From an optimization exercise on the open Yosys and OpenROAD flow, aimed at small area and a short achievable clock period; shortcuts taken in it are not production practice.
No functional check of the RTL was part of this run.

## config.mk

```make
export PLATFORM = sky130hd
export DESIGN_NAME = IIR
export DESIGN_NICKNAME = IIR
export VERILOG_FILES = /design/flow/design.v
export SDC_FILE = /design/flow/constraint.sdc
export NUM_CORES = 4
export LEC_CHECK = 0
export CAP_MARGIN = 20
export CORE_MARGIN = 2
export CORE_UTILIZATION = 40
export SLEW_MARGIN = 20
export SYNTH_HIERARCHICAL = 1
export SYNTH_MINIMUM_KEEP_SIZE = 0
```

## constraint.sdc

```tcl
create_clock -name core_clock -period 17.0 [get_ports {clk}]
set_input_delay 3.4000 -clock core_clock [delete_from_list [all_inputs] [get_ports {clk}]]
set_output_delay 3.4000 -clock core_clock [all_outputs]
set_load 0.01 [all_outputs]
```

## design.v

```verilog
module IIR (
    input              clk,
    input              rst_n,
    input        [7:0] adc,
    output       [7:0] dac,
    output             adc_clk,
    output             dac_clk
);
reg [3:0] c;
reg       s;
always @(posedge clk or negedge rst_n)
    if (!rst_n) begin c <= 4'd0; s <= 1'b0; end
    else if (c == 4'd11) begin c <= 4'd0; s <= ~s; end
    else c <= c + 4'd1;
assign adc_clk = s;
assign dac_clk = s;
wire en = (c == 4'd11) & ~s;
reg [7:0] x1;
reg [8:0] y1, y2;
reg [9:0] w;    
always @(posedge clk or negedge rst_n)
    if (!rst_n) w <= 10'd0;
    else if (en) w <= wn;
wire [9:0] wn = {c426, s425, s423, s421, s419, s417, s415, s413, s411, x1[0]};
wire [8:0] y = acc[20:12];
assign dac = y[7:0];
always @(posedge clk or negedge rst_n)
    if (!rst_n) begin x1 <= 8'd0; y1 <= 9'd0; y2 <= 9'd0; end
    else if (en) begin x1 <= adc; y1 <= y; y2 <= y1; end
wire i1;
wire i2;
wire i3;
wire i4;
wire i5;
wire i6;
wire i7;
wire i8;
wire i9;
wire i10;
wire s11;
wire c12;
wire s13;
wire c14;
wire s15;
wire c16;
wire s17;
wire c18;
wire s19;
wire c20;
wire s21;
wire c22;
wire s23;
wire c24;
wire s25;
wire c26;
wire s27;
wire c28;
wire s29;
wire c30;
wire s31;
wire c32;
wire s33;
wire c34;
wire s35;
wire c36;
wire s37;
wire c38;
wire s39;
wire c40;
wire s41;
wire c42;
wire s43;
wire c44;
wire s45;
wire c46;
wire s47;
wire c48;
wire s49;
wire c50;
wire s51;
wire c52;
wire s53;
wire c54;
wire s55;
wire c56;
wire s57;
wire c58;
wire s59;
wire c60;
wire s61;
wire c62;
wire s63;
wire c64;
wire s65;
wire c66;
wire s67;
wire c68;
wire s69;
wire c70;
wire s71;
wire c72;
wire s73;
wire c74;
wire s75;
wire c76;
wire s77;
wire c78;
wire s79;
wire c80;
wire s81;
wire c82;
wire s83;
wire c84;
wire s85;
wire c86;
wire s87;
wire c88;
wire s89;
wire c90;
wire s91;
wire c92;
wire s93;
wire c94;
wire s95;
wire c96;
wire s97;
wire c98;
wire s99;
wire c100;
wire s101;
wire c102;
wire s103;
wire c104;
wire s105;
wire c106;
wire s107;
wire c108;
wire s109;
wire c110;
wire s111;
wire c112;
wire s113;
wire c114;
wire s115;
wire c116;
wire s117;
wire c118;
wire s119;
wire c120;
wire s121;
wire c122;
wire s123;
wire c124;
wire s125;
wire c126;
wire s127;
wire c128;
wire s129;
wire c130;
wire s131;
wire c132;
wire s133;
wire c134;
wire s135;
wire c136;
wire s137;
wire c138;
wire s139;
wire c140;
wire s141;
wire c142;
wire s143;
wire c144;
wire s145;
wire c146;
wire s147;
wire c148;
wire s149;
wire c150;
wire s151;
wire c152;
wire s153;
wire c154;
wire s155;
wire c156;
wire s157;
wire c158;
wire s159;
wire c160;
wire s161;
wire c162;
wire s163;
wire c164;
wire s165;
wire c166;
wire s167;
wire c168;
wire s169;
wire c170;
wire s171;
wire c172;
wire s173;
wire c174;
wire s175;
wire c176;
wire s177;
wire c178;
wire s179;
wire c180;
wire s181;
wire c182;
wire s183;
wire c184;
wire s185;
wire c186;
wire s187;
wire c188;
wire s189;
wire c190;
wire s191;
wire c192;
wire s193;
wire c194;
wire s195;
wire c196;
wire s197;
wire c198;
wire s199;
wire c200;
wire s201;
wire c202;
wire s203;
wire c204;
wire s205;
wire c206;
wire s207;
wire c208;
wire s209;
wire c210;
wire s211;
wire c212;
wire s213;
wire c214;
wire s215;
wire c216;
wire s217;
wire c218;
wire s219;
wire c220;
wire s221;
wire c222;
wire s223;
wire c224;
wire s225;
wire c226;
wire s227;
wire c228;
wire s229;
wire c230;
wire s231;
wire c232;
wire s233;
wire c234;
wire s235;
wire c236;
wire s237;
wire c238;
wire s239;
wire c240;
wire s241;
wire c242;
wire s243;
wire c244;
wire s245;
wire c246;
wire s247;
wire c248;
wire s249;
wire c250;
wire s251;
wire c252;
wire s253;
wire c254;
wire s255;
wire c256;
wire s257;
wire c258;
wire s259;
wire c260;
wire s261;
wire c262;
wire s263;
wire c264;
wire s265;
wire c266;
wire s267;
wire c268;
wire s269;
wire c270;
wire s271;
wire c272;
wire s273;
wire c274;
wire s275;
wire c276;
wire s277;
wire c278;
wire s279;
wire c280;
wire s281;
wire c282;
wire s283;
wire c284;
wire g285;
wire p286;
wire g287;
wire p288;
wire g289;
wire p290;
wire g291;
wire p292;
wire g293;
wire p294;
wire g295;
wire p296;
wire g297;
wire p298;
wire g299;
wire p300;
wire g301;
wire p302;
wire g303;
wire p304;
wire g305;
wire p306;
wire g307;
wire p308;
wire g309;
wire p310;
wire g311;
wire p312;
wire g313;
wire p314;
wire g315;
wire p316;
wire g317;
wire p318;
wire g319;
wire p320;
wire g321;
wire p322;
wire g323;
wire p324;
wire g325;
wire p326;
wire G327;
wire P328;
wire G329;
wire P330;
wire G331;
wire P332;
wire G333;
wire P334;
wire G335;
wire P336;
wire G337;
wire P338;
wire G339;
wire P340;
wire G341;
wire P342;
wire G343;
wire P344;
wire G345;
wire P346;
wire G347;
wire P348;
wire G349;
wire P350;
wire G351;
wire P352;
wire G353;
wire P354;
wire G355;
wire P356;
wire G357;
wire P358;
wire G359;
wire P360;
wire G361;
wire P362;
wire G363;
wire P364;
wire G365;
wire P366;
wire G367;
wire P368;
wire G369;
wire P370;
wire G371;
wire P372;
wire G373;
wire P374;
wire G375;
wire P376;
wire G377;
wire P378;
wire G379;
wire P380;
wire G381;
wire P382;
wire G383;
wire P384;
wire G385;
wire P386;
wire G387;
wire P388;
wire G389;
wire P390;
wire G391;
wire P392;
wire G393;
wire P394;
wire G395;
wire P396;
wire G397;
wire P398;
wire G399;
wire P400;
wire G401;
wire P402;
wire G403;
wire P404;
wire G405;
wire P406;
wire G407;
wire P408;
wire G409;
wire P410;
wire s411;
wire c412;
wire s413;
wire c414;
wire s415;
wire c416;
wire s417;
wire c418;
wire s419;
wire c420;
wire s421;
wire c422;
wire s423;
wire c424;
wire s425;
wire c426;
wire [20:0] acc;
assign i1 = ~y1[8];
assign i2 = ~y2[8];
assign i3 = ~y2[0];
assign i4 = ~y2[1];
assign i5 = ~y2[2];
assign i6 = ~y2[3];
assign i7 = ~y2[4];
assign i8 = ~y2[5];
assign i9 = ~y2[6];
assign i10 = ~y2[7];
iir_fa us11 (.a(x1[1]), .b(y1[0]), .c(y2[1]), .s(s11), .co(c12));
iir_fa us13 (.a(w[0]), .b(x1[2]), .c(y1[1]), .s(s13), .co(c14));
iir_fa us15 (.a(y2[2]), .b(y2[0]), .c(c12), .s(s15), .co(c16));
iir_fa us17 (.a(s13), .b(s15), .c(adc[0]), .s(s17), .co(c18));
iir_fa us19 (.a(w[1]), .b(x1[3]), .c(y1[2]), .s(s19), .co(c20));
iir_fa us21 (.a(y1[0]), .b(y2[3]), .c(y2[1]), .s(s21), .co(c22));
iir_fa us23 (.a(c14), .b(s19), .c(s21), .s(s23), .co(c24));
iir_fa us25 (.a(c16), .b(s23), .c(adc[1]), .s(s25), .co(c26));
iir_fa us27 (.a(w[2]), .b(w[0]), .c(x1[4]), .s(s27), .co(c28));
iir_fa us29 (.a(y1[3]), .b(y1[1]), .c(y2[4]), .s(s29), .co(c30));
iir_fa us31 (.a(y2[2]), .b(c20), .c(c22), .s(s31), .co(c32));
iir_fa us33 (.a(s27), .b(s29), .c(c24), .s(s33), .co(c34));
iir_fa us35 (.a(s31), .b(s33), .c(adc[2]), .s(s35), .co(c36));
iir_fa us37 (.a(adc[0]), .b(c26), .c(s35), .s(s37), .co(c38));
assign s39 = ~(w[3] ^ w[1]);
assign c40 = w[3] | w[1];
iir_fa us41 (.a(x1[5]), .b(y1[4]), .c(y1[2]), .s(s41), .co(c42));
iir_fa us43 (.a(y2[5]), .b(y2[3]), .c(i3), .s(s43), .co(c44));
iir_fa us45 (.a(s39), .b(c28), .c(c30), .s(s45), .co(c46));
iir_fa us47 (.a(s41), .b(s43), .c(c32), .s(s47), .co(c48));
iir_fa us49 (.a(s45), .b(c34), .c(s47), .s(s49), .co(c50));
iir_fa us51 (.a(s49), .b(adc[3]), .c(adc[1]), .s(s51), .co(c52));
iir_fa us53 (.a(c36), .b(s51), .c(c38), .s(s53), .co(c54));
iir_fa us55 (.a(w[4]), .b(w[2]), .c(x1[6]), .s(s55), .co(c56));
iir_fa us57 (.a(y1[5]), .b(y1[3]), .c(y1[0]), .s(s57), .co(c58));
iir_fa us59 (.a(y2[6]), .b(y2[4]), .c(i4), .s(s59), .co(c60));
iir_fa us61 (.a(c40), .b(c42), .c(s55), .s(s61), .co(c62));
iir_fa us63 (.a(s57), .b(c44), .c(s59), .s(s63), .co(c64));
iir_fa us65 (.a(c46), .b(s61), .c(s63), .s(s65), .co(c66));
iir_fa us67 (.a(c48), .b(s65), .c(c50), .s(s67), .co(c68));
iir_fa us69 (.a(s67), .b(adc[4]), .c(adc[2]), .s(s69), .co(c70));
iir_fa us71 (.a(c52), .b(s69), .c(c54), .s(s71), .co(c72));
assign s73 = ~(w[5] ^ w[3]);
assign c74 = w[5] | w[3];
iir_fa us75 (.a(x1[7]), .b(y1[6]), .c(y1[4]), .s(s75), .co(c76));
iir_fa us77 (.a(y1[1]), .b(y2[7]), .c(y2[5]), .s(s77), .co(c78));
iir_fa us79 (.a(i5), .b(i3), .c(s73), .s(s79), .co(c80));
iir_fa us81 (.a(c56), .b(c58), .c(s75), .s(s81), .co(c82));
iir_fa us83 (.a(s77), .b(c60), .c(s79), .s(s83), .co(c84));
iir_fa us85 (.a(c62), .b(s81), .c(c64), .s(s85), .co(c86));
iir_fa us87 (.a(s83), .b(c66), .c(s85), .s(s87), .co(c88));
iir_fa us89 (.a(s87), .b(c68), .c(adc[5]), .s(s89), .co(c90));
iir_fa us91 (.a(adc[3]), .b(c70), .c(s89), .s(s91), .co(c92));
assign s93 = ~(w[6] ^ w[4]);
assign c94 = w[6] | w[4];
iir_fa us95 (.a(w[0]), .b(y1[7]), .c(y1[5]), .s(s95), .co(c96));
iir_fa us97 (.a(y1[2]), .b(y2[6]), .c(i2), .s(s97), .co(c98));
iir_fa us99 (.a(i6), .b(i4), .c(c74), .s(s99), .co(c100));
iir_fa us101 (.a(s93), .b(c76), .c(c78), .s(s101), .co(c102));
iir_fa us103 (.a(s95), .b(s97), .c(c80), .s(s103), .co(c104));
iir_fa us105 (.a(s99), .b(c82), .c(s101), .s(s105), .co(c106));
iir_fa us107 (.a(s103), .b(c84), .c(s105), .s(s107), .co(c108));
iir_fa us109 (.a(c86), .b(s107), .c(c88), .s(s109), .co(c110));
iir_fa us111 (.a(s109), .b(adc[6]), .c(adc[4]), .s(s111), .co(c112));
iir_fa us113 (.a(adc[0]), .b(c90), .c(s111), .s(s113), .co(c114));
iir_fa us115 (.a(w[7]), .b(w[5]), .c(w[1]), .s(s115), .co(c116));
iir_fa us117 (.a(y1[6]), .b(y1[3]), .c(y1[0]), .s(s117), .co(c118));
iir_fa us119 (.a(y2[7]), .b(y2[0]), .c(i1), .s(s119), .co(c120));
iir_fa us121 (.a(i7), .b(i5), .c(c94), .s(s121), .co(c122));
iir_fa us123 (.a(c96), .b(s115), .c(s117), .s(s123), .co(c124));
iir_fa us125 (.a(c98), .b(s119), .c(c100), .s(s125), .co(c126));
iir_fa us127 (.a(s121), .b(c102), .c(s123), .s(s127), .co(c128));
iir_fa us129 (.a(c104), .b(s125), .c(c106), .s(s129), .co(c130));
iir_fa us131 (.a(s127), .b(c108), .c(s129), .s(s131), .co(c132));
iir_fa us133 (.a(s131), .b(c110), .c(adc[7]), .s(s133), .co(c134));
iir_fa us135 (.a(adc[5]), .b(adc[1]), .c(c112), .s(s135), .co(c136));
iir_fa us137 (.a(s133), .b(c114), .c(s135), .s(s137), .co(c138));
iir_fa us139 (.a(w[8]), .b(w[6]), .c(w[2]), .s(s139), .co(c140));
iir_fa us141 (.a(y1[7]), .b(y1[4]), .c(y1[1]), .s(s141), .co(c142));
iir_fa us143 (.a(y2[1]), .b(i2), .c(i8), .s(s143), .co(c144));
iir_fa us145 (.a(i6), .b(c116), .c(c118), .s(s145), .co(c146));
iir_fa us147 (.a(s139), .b(s141), .c(c120), .s(s147), .co(c148));
iir_fa us149 (.a(s143), .b(c122), .c(c124), .s(s149), .co(c150));
iir_fa us151 (.a(s145), .b(s147), .c(c126), .s(s151), .co(c152));
iir_fa us153 (.a(s149), .b(c128), .c(s151), .s(s153), .co(c154));
iir_fa us155 (.a(c130), .b(s153), .c(c132), .s(s155), .co(c156));
iir_fa us157 (.a(adc[6]), .b(adc[2]), .c(s155), .s(s157), .co(c158));
iir_fa us159 (.a(c134), .b(s157), .c(c136), .s(s159), .co(c160));
assign s161 = ~(w[9] ^ w[7]);
assign c162 = w[9] | w[7];
iir_fa us163 (.a(w[3]), .b(y1[5]), .c(y1[2]), .s(s163), .co(c164));
iir_fa us165 (.a(y2[2]), .b(i1), .c(i9), .s(s165), .co(c166));
iir_fa us167 (.a(i7), .b(i3), .c(s161), .s(s167), .co(c168));
iir_fa us169 (.a(c140), .b(c142), .c(s163), .s(s169), .co(c170));
iir_fa us171 (.a(c144), .b(s165), .c(s167), .s(s171), .co(c172));
iir_fa us173 (.a(c146), .b(c148), .c(s169), .s(s173), .co(c174));
iir_fa us175 (.a(s171), .b(c150), .c(s173), .s(s175), .co(c176));
iir_fa us177 (.a(c152), .b(s175), .c(c154), .s(s177), .co(c178));
iir_fa us179 (.a(s177), .b(adc[7]), .c(adc[3]), .s(s179), .co(c180));
iir_fa us181 (.a(c156), .b(s179), .c(c158), .s(s181), .co(c182));
assign s183 = ~(w[8] ^ w[4]);
assign c184 = w[8] | w[4];
iir_fa us185 (.a(y1[6]), .b(y1[3]), .c(y1[0]), .s(s185), .co(c186));
iir_fa us187 (.a(y2[3]), .b(i10), .c(i8), .s(s187), .co(c188));
iir_fa us189 (.a(i4), .b(c162), .c(s183), .s(s189), .co(c190));
iir_fa us191 (.a(c164), .b(s185), .c(c166), .s(s191), .co(c192));
iir_fa us193 (.a(s187), .b(c168), .c(s189), .s(s193), .co(c194));
iir_fa us195 (.a(c170), .b(s191), .c(c172), .s(s195), .co(c196));
iir_fa us197 (.a(s193), .b(c174), .c(s195), .s(s197), .co(c198));
iir_fa us199 (.a(c176), .b(s197), .c(c178), .s(s199), .co(c200));
iir_fa us201 (.a(adc[4]), .b(s199), .c(c180), .s(s201), .co(c202));
iir_fa us203 (.a(w[9]), .b(w[5]), .c(y1[7]), .s(s203), .co(c204));
iir_fa us205 (.a(y1[4]), .b(y1[1]), .c(y2[8]), .s(s205), .co(c206));
iir_fa us207 (.a(y2[4]), .b(i9), .c(i5), .s(s207), .co(c208));
iir_fa us209 (.a(c184), .b(c186), .c(s203), .s(s209), .co(c210));
iir_fa us211 (.a(s205), .b(c188), .c(s207), .s(s211), .co(c212));
iir_fa us213 (.a(c190), .b(c192), .c(s209), .s(s213), .co(c214));
iir_fa us215 (.a(s211), .b(c194), .c(s213), .s(s215), .co(c216));
iir_fa us217 (.a(c196), .b(s215), .c(c198), .s(s217), .co(c218));
iir_fa us219 (.a(adc[5]), .b(s217), .c(c200), .s(s219), .co(c220));
iir_fa us221 (.a(w[6]), .b(y1[5]), .c(y1[2]), .s(s221), .co(c222));
iir_fa us223 (.a(y2[5]), .b(i1), .c(i10), .s(s223), .co(c224));
iir_fa us225 (.a(i6), .b(c204), .c(c206), .s(s225), .co(c226));
iir_fa us227 (.a(s221), .b(c208), .c(s223), .s(s227), .co(c228));
iir_fa us229 (.a(c210), .b(s225), .c(c212), .s(s229), .co(c230));
iir_fa us231 (.a(s227), .b(c214), .c(s229), .s(s231), .co(c232));
iir_fa us233 (.a(c216), .b(s231), .c(c218), .s(s233), .co(c234));
iir_fa us235 (.a(adc[6]), .b(s233), .c(c220), .s(s235), .co(c236));
iir_fa us237 (.a(w[7]), .b(y1[6]), .c(y1[3]), .s(s237), .co(c238));
iir_fa us239 (.a(y2[8]), .b(y2[6]), .c(i7), .s(s239), .co(c240));
iir_fa us241 (.a(c222), .b(s237), .c(c224), .s(s241), .co(c242));
iir_fa us243 (.a(s239), .b(c226), .c(c228), .s(s243), .co(c244));
iir_fa us245 (.a(s241), .b(c230), .c(s243), .s(s245), .co(c246));
iir_fa us247 (.a(c232), .b(s245), .c(adc[7]), .s(s247), .co(c248));
iir_fa us249 (.a(c234), .b(s247), .c(c236), .s(s249), .co(c250));
assign s251 = ~(w[8] ^ y1[7]);
assign c252 = w[8] | y1[7];
iir_fa us253 (.a(y1[4]), .b(y2[7]), .c(i8), .s(s253), .co(c254));
iir_fa us255 (.a(s251), .b(c238), .c(c240), .s(s255), .co(c256));
iir_fa us257 (.a(s253), .b(c242), .c(s255), .s(s257), .co(c258));
iir_fa us259 (.a(c244), .b(s257), .c(c246), .s(s259), .co(c260));
iir_fa us261 (.a(s259), .b(c248), .c(c250), .s(s261), .co(c262));
assign s263 = ~(w[9] ^ y1[5]);
assign c264 = w[9] | y1[5];
iir_fa us265 (.a(i1), .b(i2), .c(i9), .s(s265), .co(c266));
iir_fa us267 (.a(c252), .b(s263), .c(c254), .s(s267), .co(c268));
iir_fa us269 (.a(s265), .b(c256), .c(s267), .s(s269), .co(c270));
iir_fa us271 (.a(c258), .b(s269), .c(c260), .s(s271), .co(c272));
iir_fa us273 (.a(y1[6]), .b(i10), .c(c264), .s(s273), .co(c274));
iir_fa us275 (.a(c266), .b(s273), .c(c268), .s(s275), .co(c276));
iir_fa us277 (.a(s275), .b(c270), .c(c272), .s(s277), .co(c278));
iir_fa us279 (.a(y1[7]), .b(y2[8]), .c(c274), .s(s279), .co(c280));
iir_fa us281 (.a(s279), .b(c276), .c(c278), .s(s281), .co(c282));
iir_fa us283 (.a(i1), .b(c280), .c(c282), .s(s283), .co(c284));
assign g285 = x1[0] & y2[0];
assign p286 = x1[0] ^ y2[0];
assign g287 = s11 & 1'b0;
assign p288 = s11 ^ 1'b0;
assign g289 = s17 & 1'b0;
assign p290 = s17 ^ 1'b0;
assign g291 = c18 & s25;
assign p292 = c18 ^ s25;
assign g293 = s37 & 1'b0;
assign p294 = s37 ^ 1'b0;
assign g295 = s53 & 1'b0;
assign p296 = s53 ^ 1'b0;
assign g297 = s71 & 1'b0;
assign p298 = s71 ^ 1'b0;
assign g299 = c72 & s91;
assign p300 = c72 ^ s91;
assign g301 = c92 & s113;
assign p302 = c92 ^ s113;
assign g303 = s137 & 1'b0;
assign p304 = s137 ^ 1'b0;
assign g305 = c138 & s159;
assign p306 = c138 ^ s159;
assign g307 = c160 & s181;
assign p308 = c160 ^ s181;
assign g309 = c182 & s201;
assign p310 = c182 ^ s201;
assign g311 = c202 & s219;
assign p312 = c202 ^ s219;
assign g313 = s235 & 1'b0;
assign p314 = s235 ^ 1'b0;
assign g315 = s249 & 1'b0;
assign p316 = s249 ^ 1'b0;
assign g317 = s261 & 1'b0;
assign p318 = s261 ^ 1'b0;
assign g319 = c262 & s271;
assign p320 = c262 ^ s271;
assign g321 = s277 & 1'b0;
assign p322 = s277 ^ 1'b0;
assign g323 = s281 & 1'b0;
assign p324 = s281 ^ 1'b0;
assign g325 = s283 & 1'b0;
assign p326 = s283 ^ 1'b0;
assign G327 = g287 | (p288 & g285);
assign P328 = p288 & p286;
assign G329 = g291 | (p292 & g289);
assign P330 = p292 & p290;
assign G331 = g295 | (p296 & g293);
assign P332 = p296 & p294;
assign G333 = g299 | (p300 & g297);
assign P334 = p300 & p298;
assign G335 = g303 | (p304 & g301);
assign P336 = p304 & p302;
assign G337 = g307 | (p308 & g305);
assign P338 = p308 & p306;
assign G339 = g311 | (p312 & g309);
assign P340 = p312 & p310;
assign G341 = g315 | (p316 & g313);
assign P342 = p316 & p314;
assign G343 = g319 | (p320 & g317);
assign P344 = p320 & p318;
assign G345 = g323 | (p324 & g321);
assign P346 = p324 & p322;
assign G347 = g289 | (p290 & G327);
assign P348 = p290 & P328;
assign G349 = G329 | (P330 & G327);
assign P350 = P330 & P328;
assign G351 = g297 | (p298 & G331);
assign P352 = p298 & P332;
assign G353 = G333 | (P334 & G331);
assign P354 = P334 & P332;
assign G355 = g305 | (p306 & G335);
assign P356 = p306 & P336;
assign G357 = G337 | (P338 & G335);
assign P358 = P338 & P336;
assign G359 = g313 | (p314 & G339);
assign P360 = p314 & P340;
assign G361 = G341 | (P342 & G339);
assign P362 = P342 & P340;
assign G363 = g321 | (p322 & G343);
assign P364 = p322 & P344;
assign G365 = G345 | (P346 & G343);
assign P366 = P346 & P344;
assign G367 = g293 | (p294 & G349);
assign P368 = p294 & P350;
assign G369 = G331 | (P332 & G349);
assign P370 = P332 & P350;
assign G371 = G351 | (P352 & G349);
assign P372 = P352 & P350;
assign G373 = G353 | (P354 & G349);
assign P374 = P354 & P350;
assign G375 = g309 | (p310 & G357);
assign P376 = p310 & P358;
assign G377 = G339 | (P340 & G357);
assign P378 = P340 & P358;
assign G379 = G359 | (P360 & G357);
assign P380 = P360 & P358;
assign G381 = G361 | (P362 & G357);
assign P382 = P362 & P358;
assign G383 = g325 | (p326 & G365);
assign P384 = p326 & P366;
assign G385 = g301 | (p302 & G373);
assign P386 = p302 & P374;
assign G387 = G335 | (P336 & G373);
assign P388 = P336 & P374;
assign G389 = G355 | (P356 & G373);
assign P390 = P356 & P374;
assign G391 = G357 | (P358 & G373);
assign P392 = P358 & P374;
assign G393 = G375 | (P376 & G373);
assign P394 = P376 & P374;
assign G395 = G377 | (P378 & G373);
assign P396 = P378 & P374;
assign G397 = G379 | (P380 & G373);
assign P398 = P380 & P374;
assign G399 = G381 | (P382 & G373);
assign P400 = P382 & P374;
assign G401 = g317 | (p318 & G399);
assign P402 = p318 & P400;
assign G403 = G343 | (P344 & G399);
assign P404 = P344 & P400;
assign G405 = G363 | (P364 & G399);
assign P406 = P364 & P400;
assign G407 = G365 | (P366 & G399);
assign P408 = P366 & P400;
assign G409 = G383 | (P384 & G399);
assign P410 = P384 & P400;
assign acc[0] = p286 ^ 1'b0;
assign acc[1] = p288 ^ g285;
assign acc[2] = p290 ^ G327;
assign acc[3] = p292 ^ G347;
assign acc[4] = p294 ^ G349;
assign acc[5] = p296 ^ G367;
assign acc[6] = p298 ^ G369;
assign acc[7] = p300 ^ G371;
assign acc[8] = p302 ^ G373;
assign acc[9] = p304 ^ G385;
assign acc[10] = p306 ^ G387;
assign acc[11] = p308 ^ G389;
assign acc[12] = p310 ^ G391;
assign acc[13] = p312 ^ G393;
assign acc[14] = p314 ^ G395;
assign acc[15] = p316 ^ G397;
assign acc[16] = p318 ^ G399;
assign acc[17] = p320 ^ G401;
assign acc[18] = p322 ^ G403;
assign acc[19] = p324 ^ G405;
assign acc[20] = p326 ^ G407;
assign s411 = adc[0] ^ x1[1];
assign c412 = adc[0] & x1[1];
iir_fa us413 (.a(adc[1]), .b(x1[2]), .c(c412), .s(s413), .co(c414));
iir_fa us415 (.a(adc[2]), .b(x1[3]), .c(c414), .s(s415), .co(c416));
iir_fa us417 (.a(adc[3]), .b(x1[4]), .c(c416), .s(s417), .co(c418));
iir_fa us419 (.a(adc[4]), .b(x1[5]), .c(c418), .s(s419), .co(c420));
iir_fa us421 (.a(adc[5]), .b(x1[6]), .c(c420), .s(s421), .co(c422));
iir_fa us423 (.a(adc[6]), .b(x1[7]), .c(c422), .s(s423), .co(c424));
assign s425 = adc[7] ^ c424;
assign c426 = adc[7] & c424;
endmodule
module iir_fa (input a, input b, input c, output s, output co);
assign s = a ^ b ^ c;
assign co = (a & b) | (a & c) | (b & c);
endmodule
```

## flow/run.sh

```bash
#!/bin/bash
# Standard ORFS layout, with plain buffers (buf_2) on the ports instead of the
# delay-cell buffers buffer_ports picks by default.
set -o pipefail
cp standard.sh standard_sh.txt
export BUFFER_PORTS_ARGS="-buffer_cell sky130_fd_sc_hd__buf_2"
bash standard.sh > standard.log 2>&1
```

## standard.sh

```bash
#!/bin/bash
# synth_recipe.tcl (not shown) runs the flow's synth.tcl, then flattens the netlist and writes it again
# the make line also repeats each setting of config.mk as NAME=value (left out here)
make -C /OpenROAD-flow-scripts/flow DESIGN_CONFIG=/design/flow/config.mk WORK_HOME=/design/flow/orfs CLKGATE_MAP_FILE= SYNTH_SCRIPT=/design/flow/synth_recipe.tcl "${@:-finish}"
```

==> results.txt <==
==> layout by cell type, fill, tap and decap left out, drive strengths merged, types with 4 or more instances in the layout <==
cell type  instances
inv               38
fa               136
ha                19
xnor2              4
buf               20
or2                5
nor2               5
xor2               4
o21ai             22
dfrtp             41
clkbuf             5
nand2             60
mux2               5
==> logic make-up after synthesis <==
kind of cell,synth area share [%]
adders and majority gates,59.99
and+or+nand+nor,7.099
buffers and inverters,4.716
DFF,20.79
AOI/OAI and AO/OA,4.463
xor gates and xnor gates,1.725
muxes,1.217
==> final timing paths <==
| check | startpoint | end | slack (ns) |
|---|---|---|---|
| setup / recovery | adc[2] | dac[5] | 6.56 |
| hold / removal | c[0] | c[0] | 0.46 |
| setup reg to reg | y1[2] | y1[7] | 10.37 |
| hold reg to reg | c[0] | c[0] | 0.46 |
| max in group asynchronous | rst_n | x1[2] | 13.54 |
| min in group asynchronous | rst_n | w[9] | 3.09 |
==> per-stage QoR <==
step | utilization (%) | hold WS, ns | instances | cell area (sq um)
final | 44.26 | 0.4598 | 535 | 5316
after global routing | 44.26 | 0.5076 | 535 | 5316
after CTS | 44.07 | 0.4600 | 534 | 5294
after detailed placement | 42.67 | 0.4498 | 526 | 5125
after global placement | 42.67 | 0.4474 | 526 | 5125
after floorplan | - | 0.4307 | 376 | 4935
==> per-module statistics from Yosys (local to each module, per instance) <==
module	cells inside	area [sq um]	flip-flops and latches
iir_fa	1	20.02	0
IIR	240	2212	41
==> sequential cells by signal, summed over array words and instances (netlist names) <==
name and count:
c 4, y2 9, y1 9, s 1, w 10, x1 8
==> cell type report <==
cell class / instances / share of cell area [%]
multi-input cells: 282 / 69.24
flip-flops and latches: 41 / 19.30
well taps: 147 / 3.460
inverters: 37 / 2.612
clock buffers: 5 / 2.353
repair buffers: 20 / 2.212
clock inverters: 3 / 0.8237
==> layer usage <==
metal	up-vias	global-route usage [%]	part of all wire [%]
met4	0	4.177	1.8
li1	1189	-	-
met5	-	0	0
met3	16	4.533	5.2
met2	74	31.22	48
met1	1507	27.51	45
==> critical path: cells and delay by family <==
| family | cells | cell delay [ns] |
|---|---|---|
| adders and majority gates | 6 | 2.04 |
| buffers and inverters | 2 | 0.33 |
| AOI/OAI and AO/OA | 2 | 0.30 |
| xor gates and xnor gates | 1 | 0.22 |
| and+or+nand+nor | 3 | 0.75 |
==> flow_summary.yaml <==
timing:
  tns_ns: 0
  post-route-min-period_ns: 10.44
  final.period_utilization_pct: 61.42
  worst_slew_pin_slew_ns: 0.5496
  maxSlewViolCount: 0
  finalSetupViolations: 0
  setup_ws_ns: 6.558
  relSlewSlack_pct: 63.36
  finalClockSkew_ns: 0.001968
  rsz0062_at_grt: "false"
  clock.fmax_mhz: 95.77
  hold_viol: 0
clock_network:
  clk_latency_ns: 0.29
  cts_made_buffers: 5
  postCtsSetupRepairBufs: 0
  cts_root_buffer: "clkbuf_16"
  hold_buffers: 0
  ctsLongestPathBuffers: 2
  clkTransAtPathRegs_ns: 0.06
  cts_resized: 0
  cts.sinks: 41
  cts_tree: "built"
  htree_levels: 2
placed_design:
  dp_slack_ns: 6.538
  gp_congestion: 0.9418
  port_buffers: 19
  dp.final_hpwl_mm: 9.019
floorplanning:
  die-area_sq_mm: 0.01324
  initial_utilization_pct: 41.08
  io_pins: 20
  fp.coreArea_sq_mm: 0.01201
  die_height_um: 115.1
  std_cell_rows: 40
  die_w_um: 115.1
global_routing:
  antenna_found_initial: 0
  grt_max_degree: 55
  grt_usage_pct: 19.49
  grt_overflow: 0
  grt_pass1_wl_mm: 18.63
  grt_pass1_vias: 3385
critical_path:
  arrival_ns: 7.04
  reg2reg_depth: 17
  slowest_stage: "fa_1"
  crit_top_cell: "fa_1"
  crit_chain: "buf_2, fa_1, fa_1, fa_1, fa_1, ha_1, a41oi_1, or2_1, or2_1, a31oi_2, and3_1, ha_1, xor2_1, buf_2"
  setup.worst_path.start_class: "input pin"
  critical_path_class: "in -> out"
  endpoint_kind: "output port"
  cp_max_fo: 5
  max_stage_delay_ns: 0.44
  crit_required_ns: 13.60
route:
  drt-initial-drc-count: 185
  drtAntennaViolNets: 0
  drc_errors: 0
  firstDrtPassIters: 4
  wirelength_mm: 10.79
  wl_per_cell_um: 20.16
  vias_per_cell: 5.207
  vias: 2786
outcome:
  status: "complete, no violations"
hold_path:
  min_path_cells: 1
  hp-class: "reg -> reg"
synthesis:
  synth_top_area_cell: "fa_1"
  yosys-top-cells-count: "fa_1, nand2_1, dfrtp_1"
  synth_edf_count: 0
  synth-main-ff-cell: "dfrtp_1"
  synth_nets: 541
  seq_area_frac_synth_pct: 20.79
  yosysWarnings: 7
  async_reset_ff_share_pct: 100.0
  ys_types: 37
  avgSynthCellArea_sq_um: 13.12
  syn_inst: 376
  synth_area_sq_mm: 0.004935
  synth_area_leaders: "fa_1, dfrtp_1, ha_1"
  ys_ff_latch: 41
  synth_top_area_share_pct: 55.17
  post-synth-top-count-cell: "fa_1"
layout:
  drive_gt1_share_pct: 11.60
  nFillCells: 1119
  nets: 552
  area_delta_synth_final_pct: 7.733
  diodes: 0
  regArea_sq_mm: 0.001026
  multi_input_area_sq_mm: 0.003681
run:
  max-cap-violations: 0

==> re-timing with driven ports <==
No port has a modelled driver above. Below, the same layout with a new extraction and two added sets of constraints.
Step 1 (the two cells are an assumption about what drives the block):
set clk [get_ports {clk}]
set_driving_cell -lib_cell sky130_fd_sc_hd__clkbuf_16 $clk
set_driving_cell -lib_cell sky130_fd_sc_hd__buf_2 [delete_from_list [all_inputs] $clk]
Step 2 moves the port delays by t, midway between the first and last clock arrival at a register: inputs arrive t later, outputs are due t later. That takes back most of the time a late clock gives input paths.
a / b / c = ideal / step 1 / step 2; a / b = the first two.
t, ns: 0.330
slack for setup (ns): 6.558 / 6.532 / 6.532
hold WS [ns]: 0.460 / 0.460 / 0.460
clock arrival spread, ns: 0.002 / 0.002
cell pins on the clock port's net: 1
After both steps setup and hold are still met in this run. The setup slack of this run moves by -0.026 ns with the drivers and by -0.026 ns with both steps.
